Source: an optimization exercise on an open RTL-to-GDS flow (aim: small area, a short achievable clock period and few clock cycles). Production flows keep margins and buffers that such runs may drop.
The RTL was checked by simulation tests, not by an equivalence proof against the original design.
Power and IR drop assume default switching activity.

==> try-raven <==
==> flow/design.v <==
module adder #(parameter W=32) (out,in1,in2);
  output [W-1:0] out;
  input [W-1:0] in1,in2;
  assign  out=in1+in2;
endmodule
module alu (out,sum,lt,eq,A,B,f3,sub,uns,arith);
  output reg [31:0] out;
  output [31:0] sum;
  output lt,eq;
  input [31:0] A,B;
  input [2:0] f3;
  input sub,uns,arith;
  assign sum=sub?A-B:A+B;
  assign lt=uns?(A<B):($signed(A)<$signed(B));
  assign eq=(A==B);
  wire left=~f3[2];
  reg [31:0] ar,sh;
  integer i;
  always @ ( * ) begin
    for (i=0;i<32;i=i+1) ar[i]=left?A[31-i]:A[i];
  end
  wire [63:0] srx={{32{arith&A[31]}},ar}>>B[4:0];
  always @ ( * ) begin
    for (i=0;i<32;i=i+1) sh[i]=left?srx[31-i]:srx[i];
  end
  always @ ( * ) begin
    case (f3)
      3'd1,3'd5: out=sh;
      3'd2,3'd3: out={31'd0,lt};
      3'd4: out=A^B;
      3'd6: out=A|B;
      3'd7: out=A&B;
      default: out=sum;
    endcase
  end
endmodule
module regr_file (readout1,readout2,sel1,sel2,rd,in,clk,enW);
  output reg [31:0] readout1,readout2;
  input [10:0] sel1,sel2;
  input [4:0] rd;
  input clk,enW;
  input [31:0] in;
  reg [31:0] rx [0:10];
  integer k;
  always @ ( posedge clk ) begin
    if (enW) begin
      case (rd)
        5'd09: rx[0]<=in;
        5'd18: rx[1]<=in;
        5'd19: rx[2]<=in;
        5'd20: rx[3]<=in;
        5'd21: rx[4]<=in;
        5'd22: rx[5]<=in;
        5'd23: rx[6]<=in;
        5'd24: rx[7]<=in;
        5'd25: rx[8]<=in;
        5'd26: rx[9]<=in;
        5'd27: rx[10]<=in;
        default: ;
      endcase
    end
  end
  always @ ( * ) begin
    readout1=32'd0;
    readout2=32'd0;
    for (k=0;k<11;k=k+1) begin
      readout1=readout1|({32{sel1[k]}}&rx[k]);
      readout2=readout2|({32{sel2[k]}}&rx[k]);
    end
  end
endmodule
module regr_sel (sel,r);
  output [10:0] sel;
  input [4:0] r;
  assign sel[0]=(r==5'd9);
  genvar i;
  generate for (i=1;i<11;i=i+1) begin : g
    assign sel[i]=(r==5'd17+i);
  end endgenerate
endmodule
module immediate_gen_unit (out,format,is_store);
  output [31:0] out;
  input [31:0] format;
  input is_store;
  assign out={{20{format[31]}},format[31:25],is_store?format[11:7]:format[24:20]};
endmodule
module controller (op,f3,f7b5,sub,use_imm,uns,arith,is_load,is_store,is_branch,is_jal,is_jalr,is_lui,is_auipc,we);
  input [6:0] op;
  input [2:0] f3;
  input f7b5;
  output sub,use_imm,uns,arith,is_load,is_store,is_branch,is_jal,is_jalr,is_lui,is_auipc,we;
  wire ctl=op[6];                  
  assign is_branch=ctl&~op[2];
  assign is_jal=ctl&op[3];
  assign is_jalr=ctl&op[2]&~op[3];
  wire mem=~ctl&~op[4];            
  assign is_load=mem&~op[5];
  assign is_store=mem&op[5];
  wire upper=~ctl&op[4]&op[2];     
  assign is_lui=upper&op[5];
  assign is_auipc=upper&~op[5];
  wire is_alu=~ctl&op[4]&~op[2];   
  wire rtype=op[5];
  assign use_imm=~(is_alu&rtype)&~is_branch;
  assign sub=is_alu&rtype&f7b5;
  assign uns=is_branch?f3[1]:f3[0];
  assign arith=f7b5;
  assign we=is_alu|upper|is_jal|is_jalr;
endmodule
module datapath (imem_addr,imem_rdata,dmem_addr,dmem_wdata,dmem_wstrb,dmem_rdata,initialize,start,clk,rst);
  output [31:0] imem_addr;
  input [31:0] imem_rdata;
  output [31:0] dmem_addr;
  output reg [31:0] dmem_wdata;
  output reg [3:0] dmem_wstrb;
  input [31:0] dmem_rdata;
  input [31:0] initialize;
  input start,clk,rst;
  reg [11:2] fpc;           
  reg d_valid;              
  reg [31:0] ir;            
  reg x_valid;
  reg ld_p1,ld_p2;          
  wire [11:2] xpc=fpc-{8'd0,~ld_p1,ld_p1};
  assign imem_addr={20'd0,fpc,2'b00};
  wire [6:0] op=ir[6:0];
  wire [2:0] f3=ir[14:12];
  wire [4:0] rd=ir[11:7];
  wire sub,use_imm,uns,arith,is_load,is_store,is_branch,is_jal,is_jalr,is_lui,is_auipc,we;
  controller CTRL (op,f3,ir[30],sub,use_imm,uns,arith,is_load,is_store,is_branch,is_jal,is_jalr,is_lui,is_auipc,we);
  wire [31:0] rs1v,rs2v,immdout;
  reg [4:0] ld1_rd,ld_rd;
  reg [2:0] ld1_f3;
  reg [1:0] ld1_a;
  reg [2:0] ld_f3;
  reg [1:0] ld_a;
  reg [31:0] loadval;
  wire [31:0] exres,wdata_rf;
  wire replay=x_valid&ld_p1&((ir[19:15]==ld1_rd)|(ir[24:20]==ld1_rd)|(ir[11:7]==ld1_rd));
  wire ex_ok=x_valid&~replay;
  wire ex_load=ex_ok&is_load;
  wire rf_we=ld_p2|(ex_ok&we);
  wire [4:0] rf_wa=ld_p2?ld_rd:rd;
  immediate_gen_unit IGU (immdout,ir,is_store);
  wire [10:0] nsel1,nsel2;
  reg [10:0] sel1,sel2;
  regr_sel RS1 (nsel1,imem_rdata[19:15]);
  regr_sel RS2 (nsel2,imem_rdata[24:20]);
  regr_file RGF (rs1v,rs2v,sel1,sel2,rf_wa,wdata_rf,clk,rf_we);
  wire [31:0] aluout,sum;
  wire lt,eq;
  alu ALU (aluout,sum,lt,eq,rs1v,use_imm?immdout:rs2v,f3,sub,uns,arith);
  wire [12:2] link=xpc+10'd1;
  reg [31:0] res;
  always @ ( * ) begin
    if (is_lui) res={ir[31:12],12'd0};
    else if (is_auipc) res={ir[31:12],xpc,2'b00};
    else if (is_jal|is_jalr) res={19'd0,link,2'b00};
    else res=aluout;
  end
  assign exres=res;
  assign wdata_rf=ld_p2?loadval:exres;
  wire taken=f3[2]?(lt^f3[0]):(eq^f3[0]);
  wire [11:2] btarget;
  adder #(10) pcjump (btarget,xpc,is_jal?{ir[20],ir[30:22]}:{ir[7],ir[30:25],ir[11:9]});
  wire redirect=replay|(ex_ok&(is_jal|is_jalr|(is_branch&taken)));
  reg [11:2] target;
  always @ ( * ) begin
    if (replay) target=xpc;
    else if (is_jalr) target=sum[11:2];
    else target=btarget;
  end
  always @ ( posedge clk ) begin
    if (rst) begin
      fpc<=initialize[11:2];
      d_valid<=1'b0;
      x_valid<=1'b0;
    end else begin
      if (redirect) fpc<=target;
      else fpc<=fpc+{9'd0,start&~ex_load};
      d_valid<=start&~redirect;
      x_valid<=d_valid&~redirect&~ld_p1;
    end
    ir<=imem_rdata;
    sel1<=nsel1;
    sel2<=nsel2;
  end
  reg [11:0] maddr;
  assign dmem_addr={20'd0,maddr};
  always @ ( posedge clk ) begin
    maddr<=sum[11:0];
    case (f3[1:0])
      2'd0: dmem_wdata<={4{rs2v[7:0]}};
      2'd1: dmem_wdata<={2{rs2v[15:0]}};
      default: dmem_wdata<=rs2v;
    endcase
    if (rst|~(ex_ok&is_store)) dmem_wstrb<=4'b0000;
    else case (f3[1:0])
      2'd0: dmem_wstrb<=4'b0001<<sum[1:0];
      2'd1: dmem_wstrb<=sum[1]?4'b1100:4'b0011;
      default: dmem_wstrb<=4'b1111;
    endcase
    if (rst) begin
      ld_p1<=1'b0;
      ld_p2<=1'b0;
    end else begin
      ld_p1<=ex_load;
      ld_p2<=ld_p1;
    end
    ld1_rd<=rd;
    ld1_f3<=f3;
    ld1_a<=sum[1:0];
    ld_rd<=ld1_rd;
    ld_f3<=ld1_f3;
    ld_a<=ld1_a;
  end
  always @ ( * ) begin
    case ({ld_f3[1:0],ld_a})
      4'b0000: loadval={{24{dmem_rdata[7]&~ld_f3[2]}},dmem_rdata[7:0]};
      4'b0001: loadval={{24{dmem_rdata[15]&~ld_f3[2]}},dmem_rdata[15:8]};
      4'b0010: loadval={{24{dmem_rdata[23]&~ld_f3[2]}},dmem_rdata[23:16]};
      4'b0011: loadval={{24{dmem_rdata[31]&~ld_f3[2]}},dmem_rdata[31:24]};
      4'b0100,4'b0101: loadval={{16{dmem_rdata[15]&~ld_f3[2]}},dmem_rdata[15:0]};
      4'b0110,4'b0111: loadval={{16{dmem_rdata[31]&~ld_f3[2]}},dmem_rdata[31:16]};
      default: loadval=dmem_rdata;
    endcase
  end
endmodule
module riscv_core (clk,rst,start,initialize,imem_addr,imem_rdata,dmem_addr,dmem_wdata,dmem_wstrb,dmem_rdata);
  input clk,rst,start;
  input [31:0] initialize;
  output [31:0] imem_addr;
  input [31:0] imem_rdata;
  output [31:0] dmem_addr;
  output [31:0] dmem_wdata;
  output [3:0] dmem_wstrb;
  input [31:0] dmem_rdata;
  datapath DP (imem_addr,imem_rdata,dmem_addr,dmem_wdata,dmem_wstrb,dmem_rdata,initialize,start,clk,rst);
endmodule
==> flow/flow/run.sh <==
#!/bin/bash
# The standard layout, with the resizer's setup repair asked to leave
# 13 ns of slack at the design's 20 ns clock (it stops when it can do no
# better), so that the achieved period is shorter. The SDC is unchanged.
set -euo pipefail
bash standard.sh SETUP_SLACK_MARGIN=13 finish > standard_flow.log 2>&1
==> flow/standard.sh <==
#!/bin/bash
# synth_recipe.tcl (not shown) runs the flow's synth.tcl, then flattens the netlist and writes it again
# the make line also repeats each setting of config.mk as NAME=value (left out here)
make -C /OpenROAD-flow-scripts/flow DESIGN_CONFIG=/design/flow/config.mk WORK_HOME=/design/flow/orfs CLKGATE_MAP_FILE= SYNTH_SCRIPT=/design/flow/synth_recipe.tcl "${@:-finish}"
==> flow/config.mk <==
export PLATFORM = sky130hd
export DESIGN_NAME = riscv_core
export DESIGN_NICKNAME = riscv_core
export VERILOG_FILES = /design/flow/design.v
export SDC_FILE = /design/flow/constraint.sdc
export NUM_CORES = 4
export LEC_CHECK = 0
export CAP_MARGIN = 40
export CORE_MARGIN = 2
export CORE_UTILIZATION = 40
export SLEW_MARGIN = 20
==> flow/constraint.sdc <==
create_clock -name core_clock -period 20.0 [get_ports {clk}]
set_input_delay 4.0000 -clock core_clock [delete_from_list [all_inputs] [get_ports {clk}]]
set_output_delay 4.0000 -clock core_clock [all_outputs]
set_load 0.01 [all_outputs]
==> try-indigo: changes against try-raven <==
==> flow/design.v, changed modules only <==
module alu (out,sum,lt,eq,A,B,rsel,sub,uns,arith,left);
  output [31:0] out;
  output [31:0] sum;
  output lt,eq;
  input [31:0] A,B;
  input [5:0] rsel;
  input sub,uns,arith,left;
  assign sum=sub?A-B:A+B;
  assign lt=uns?(A<B):($signed(A)<$signed(B));
  assign eq=(A==B);
  reg [31:0] ar,sh;
  integer i;
  always @ ( * ) begin
    for (i=0;i<32;i=i+1) ar[i]=left?A[31-i]:A[i];
  end
  wire [63:0] srx={{32{arith&A[31]}},ar}>>B[4:0];
  always @ ( * ) begin
    for (i=0;i<32;i=i+1) sh[i]=left?srx[31-i]:srx[i];
  end
  assign out=({32{rsel[0]}}&sum)|({32{rsel[1]}}&sh)|{31'd0,rsel[2]&lt}|
    ({32{rsel[3]}}&(A^B))|({32{rsel[4]}}&(A|B))|({32{rsel[5]}}&(A&B));
endmodule
module controller (op,f3,f7b5,sub,use_imm,uns,is_load,is_store,is_branch,is_jal,is_jalr,we,rsel);
  input [6:0] op;
  input [2:0] f3;
  input f7b5;
  output sub,use_imm,uns,is_load,is_store,is_branch,is_jal,is_jalr,we;
  output [8:0] rsel;
  wire ctl=op[6];                  
  assign is_branch=ctl&~op[2];
  assign is_jal=ctl&op[3];
  assign is_jalr=ctl&op[2]&~op[3];
  wire mem=~ctl&~op[4];            
  assign is_load=mem&~op[5];
  assign is_store=mem&op[5];
  wire upper=~ctl&op[4]&op[2];     
  wire is_alu=~ctl&op[4]&~op[2];   
  wire rtype=op[5];
  assign use_imm=~(is_alu&rtype)&~is_branch;
  assign sub=is_alu&rtype&f7b5;
  assign uns=is_branch?f3[1]:f3[0];
  assign we=is_alu|upper|is_jal|is_jalr;
  assign rsel[0]=is_alu&(f3==3'd0);
  assign rsel[1]=is_alu&(f3[1:0]==2'b01);
  assign rsel[2]=is_alu&(f3[2:1]==2'b01);
  assign rsel[3]=is_alu&(f3==3'd4);
  assign rsel[4]=is_alu&(f3==3'd6);
  assign rsel[5]=is_alu&(f3==3'd7);
  assign rsel[6]=upper&op[5];
  assign rsel[7]=upper&~op[5];
  assign rsel[8]=is_jal|is_jalr;
endmodule
module datapath (imem_addr,imem_rdata,dmem_addr,dmem_wdata,dmem_wstrb,dmem_rdata,initialize,start,clk,rst);
  output [31:0] imem_addr;
  input [31:0] imem_rdata;
  output [31:0] dmem_addr;
  output reg [31:0] dmem_wdata;
  output reg [3:0] dmem_wstrb;
  input [31:0] dmem_rdata;
  input [31:0] initialize;
  input start,clk,rst;
  reg [11:2] fpc;           
  reg d_valid;              
  reg [31:0] ir;            
  reg x_valid;
  reg ld_p1,ld_p2;          
  wire [11:2] xpc=fpc-{8'd0,~ld_p1,ld_p1};
  assign imem_addr={20'd0,fpc,2'b00};
  wire [6:0] op=ir[6:0];
  wire [2:0] f3=ir[14:12];
  wire [4:0] rd=ir[11:7];
  wire n_sub,n_use_imm,n_uns,n_is_load,n_is_store,n_is_branch,n_is_jal,n_is_jalr,n_we;
  wire [8:0] n_rsel;
  controller CTRL (imem_rdata[6:0],imem_rdata[14:12],imem_rdata[30],n_sub,n_use_imm,n_uns,n_is_load,n_is_store,n_is_branch,n_is_jal,n_is_jalr,n_we,n_rsel);
  reg sub,use_imm,uns,is_load,is_store,is_branch,is_jal,is_jalr,we;
  reg [8:0] rsel;
  wire [31:0] rs1v,rs2v,immdout;
  reg [4:0] ld1_rd,ld_rd;
  reg [2:0] ld1_f3;
  reg [1:0] ld1_a;
  reg [2:0] ld_f3;
  reg [1:0] ld_a;
  reg [31:0] loadval;
  wire [31:0] exres,wdata_rf;
  wire replay=x_valid&ld_p1&((ir[19:15]==ld1_rd)|(ir[24:20]==ld1_rd)|(ir[11:7]==ld1_rd));
  wire ex_ok=x_valid&~replay;
  wire ex_load=ex_ok&is_load;
  wire rf_we=ld_p2|(ex_ok&we);
  wire [4:0] rf_wa=ld_p2?ld_rd:rd;
  immediate_gen_unit IGU (immdout,ir,is_store);
  wire [10:0] nsel1,nsel2;
  reg [10:0] sel1,sel2;
  regr_sel RS1 (nsel1,imem_rdata[19:15]);
  regr_sel RS2 (nsel2,imem_rdata[24:20]);
  regr_file RGF (rs1v,rs2v,sel1,sel2,rf_wa,wdata_rf,clk,rf_we);
  wire [31:0] aluout,sum;
  wire lt,eq;
  alu ALU (aluout,sum,lt,eq,rs1v,use_imm?immdout:rs2v,rsel[5:0],sub,uns,ir[30],~f3[2]);
  wire [12:2] link=xpc+10'd1;
  assign exres=aluout|({32{rsel[6]}}&{ir[31:12],12'd0})|({32{rsel[7]}}&{ir[31:12],xpc,2'b00})|
    ({32{rsel[8]}}&{19'd0,link,2'b00});
  assign wdata_rf=ld_p2?loadval:exres;
  wire taken=f3[2]?(lt^f3[0]):(eq^f3[0]);
  wire [11:2] btarget;
  adder #(10) pcjump (btarget,xpc,is_jal?{ir[20],ir[30:22]}:{ir[7],ir[30:25],ir[11:9]});
  wire redirect=replay|(ex_ok&(is_jal|is_jalr|(is_branch&taken)));
  reg [11:2] target;
  always @ ( * ) begin
    if (replay) target=xpc;
    else if (is_jalr) target=sum[11:2];
    else target=btarget;
  end
  always @ ( posedge clk ) begin
    if (rst) begin
      fpc<=initialize[11:2];
      d_valid<=1'b0;
      x_valid<=1'b0;
    end else begin
      if (redirect) fpc<=target;
      else fpc<=fpc+{9'd0,start&~ex_load};
      d_valid<=start&~redirect;
      x_valid<=d_valid&~redirect&~ld_p1;
    end
    ir<=imem_rdata;
    {sub,use_imm,uns,is_load,is_store,is_branch,is_jal,is_jalr,we,rsel}<=
      {n_sub,n_use_imm,n_uns,n_is_load,n_is_store,n_is_branch,n_is_jal,n_is_jalr,n_we,n_rsel};
    sel1<=nsel1;
    sel2<=nsel2;
  end
  reg [11:0] maddr;
  assign dmem_addr={20'd0,maddr};
  always @ ( posedge clk ) begin
    maddr<=sum[11:0];
    case (f3[1:0])
      2'd0: dmem_wdata<={4{rs2v[7:0]}};
      2'd1: dmem_wdata<={2{rs2v[15:0]}};
      default: dmem_wdata<=rs2v;
    endcase
    if (rst|~(ex_ok&is_store)) dmem_wstrb<=4'b0000;
    else case (f3[1:0])
      2'd0: dmem_wstrb<=4'b0001<<sum[1:0];
      2'd1: dmem_wstrb<=sum[1]?4'b1100:4'b0011;
      default: dmem_wstrb<=4'b1111;
    endcase
    if (rst) begin
      ld_p1<=1'b0;
      ld_p2<=1'b0;
    end else begin
      ld_p1<=ex_load;
      ld_p2<=ld_p1;
    end
    ld1_rd<=rd;
    ld1_f3<=f3;
    ld1_a<=sum[1:0];
    ld_rd<=ld1_rd;
    ld_f3<=ld1_f3;
    ld_a<=ld1_a;
  end
  always @ ( * ) begin
    case ({ld_f3[1:0],ld_a})
      4'b0000: loadval={{24{dmem_rdata[7]&~ld_f3[2]}},dmem_rdata[7:0]};
      4'b0001: loadval={{24{dmem_rdata[15]&~ld_f3[2]}},dmem_rdata[15:8]};
      4'b0010: loadval={{24{dmem_rdata[23]&~ld_f3[2]}},dmem_rdata[23:16]};
      4'b0011: loadval={{24{dmem_rdata[31]&~ld_f3[2]}},dmem_rdata[31:24]};
      4'b0100,4'b0101: loadval={{16{dmem_rdata[15]&~ld_f3[2]}},dmem_rdata[15:0]};
      4'b0110,4'b0111: loadval={{16{dmem_rdata[31]&~ld_f3[2]}},dmem_rdata[31:16]};
      default: loadval=dmem_rdata;
    endcase
  end
endmodule
==> flow/flow/run.sh (replaced) <==
#!/bin/bash
# The standard layout (standard.sh) with two changes to how it is made; the
# SDC and the design's clock period are unchanged:
# - the resizer's setup repair is asked to leave 14.5 ns of slack at the
#   20 ns clock (it stops when it gets there), so the achieved period is
#   shorter;
# - every input and output port still gets a buffer, but a buf_1 instead
#   of the default delay-buffer cell (the resizer resizes it if needed).
set -euo pipefail
bash standard.sh SETUP_SLACK_MARGIN=14.5 "BUFFER_PORTS_ARGS=-buffer_cell sky130_fd_sc_hd__buf_1" finish > standard_flow.log 2>&1
--- a/flow/config.mk
+++ b/flow/config.mk
@@ -8,4 +8,6 @@
 export CAP_MARGIN = 40
 export CORE_MARGIN = 2
-export CORE_UTILIZATION = 40
+export CORE_UTILIZATION = 60
+export CTS_BUF_LIST = sky130_fd_sc_hd__clkbuf_8
+export CTS_CLUSTER_SIZE = 20
 export SLEW_MARGIN = 20
==> qor summary <==
Result of the run: try-raven no timing/DRC/antenna violations; try-indigo no timing/DRC/antenna violations
Placeable core region: try-raven 71,500 um^2; try-indigo 47,500 um^2
Clock-cell share of area: try-raven 5.28%; try-indigo 4.63%
Number of unique standard cell types used by synthesis: try-raven 97; try-indigo 89
Fraction of the mapped netlist area in adder cells: try-raven 5.05%; try-indigo 5.07%
Number of cells on the worst reg-to-reg path: try-raven 17; try-indigo 18
Power per standard cell area: try-raven 85.6 nW/um^2; try-indigo 81.9 nW/um^2
Non-clock inverters: try-raven 173; try-indigo 163
Height of the chip: try-raven 272 um; try-indigo 223 um
Period utilisation layout: try-raven 33.4%; try-indigo 27.3%
Proportion of cell area occupied by registers: try-raven 40.0%; try-indigo 42.1%
Cells resized by post-CTS repair: try-raven 0; try-indigo 27
Total sequential power: try-raven 1.15 mW; try-indigo 1.16 mW
Detail Route met2 WL: try-raven 56,800 um; try-indigo 48,900 um
Routed length per instance: try-raven 32.3 um; try-indigo 32.9 um
Area occupied by multi-input gates: try-raven 14,100 um^2; try-indigo 14,200 um^2
Cell area after synthesis: try-raven 28,800 um^2; try-indigo 28,800 um^2
Number of vias in the routed layout: try-raven 26,900; try-indigo 26,900
WHS: try-raven 0.327 ns; try-indigo 0.327 ns
RePlAce Congestion: try-raven 1.01; try-indigo 1.04
First drt pass iteration count: try-raven 8; try-indigo 12
Gate count of the mapped netlist: try-raven 2,951; try-indigo 2,826
Testbench counts of try-raven, summed over its fixed seeds: cycles 16,523.
Testbench counts of try-indigo, summed over its fixed seeds: cycles 16,523.

==> separate check: timing with driven ports <==
No port has a modelled driver above. Below, the same layouts with a new extraction and two added sets of constraints.
Step 1 sets driving cells, clkbuf_16 on the clock port and buf_2 on the other inputs (assumed; they add their load-dependent delay and slew).
Step 2 moves the port delays by t, midway between the first and last clock arrival at a register: inputs arrive t later, outputs are due t later. That takes back most of the time a late clock gives input paths.
Slacks: ideal ports / drivers / drivers and shift; pairs: ideal ports / drivers.
| run | t (ns) | slack for setup (ns) | clock arrival spread, ns | slew at the worst register clock pin (ns) | pins driven straight from the clock port |
|---|---|---|---|---|---|
| try-raven | 0.692 | 13.315 / 13.315 / 12.873 | 0.046 / 0.046 | 0.07 / 0.07 | 1 |
| try-indigo | 0.746 | 14.531 / 14.539 / 13.822 | 0.077 / 0.077 | 0.08 / 0.08 | 1 |
After both steps setup and hold are still met in every run listed. For try-indigo, which loses most, drivers alone change the setup slack by +0.008 ns; drivers and shift together by -0.709 ns.
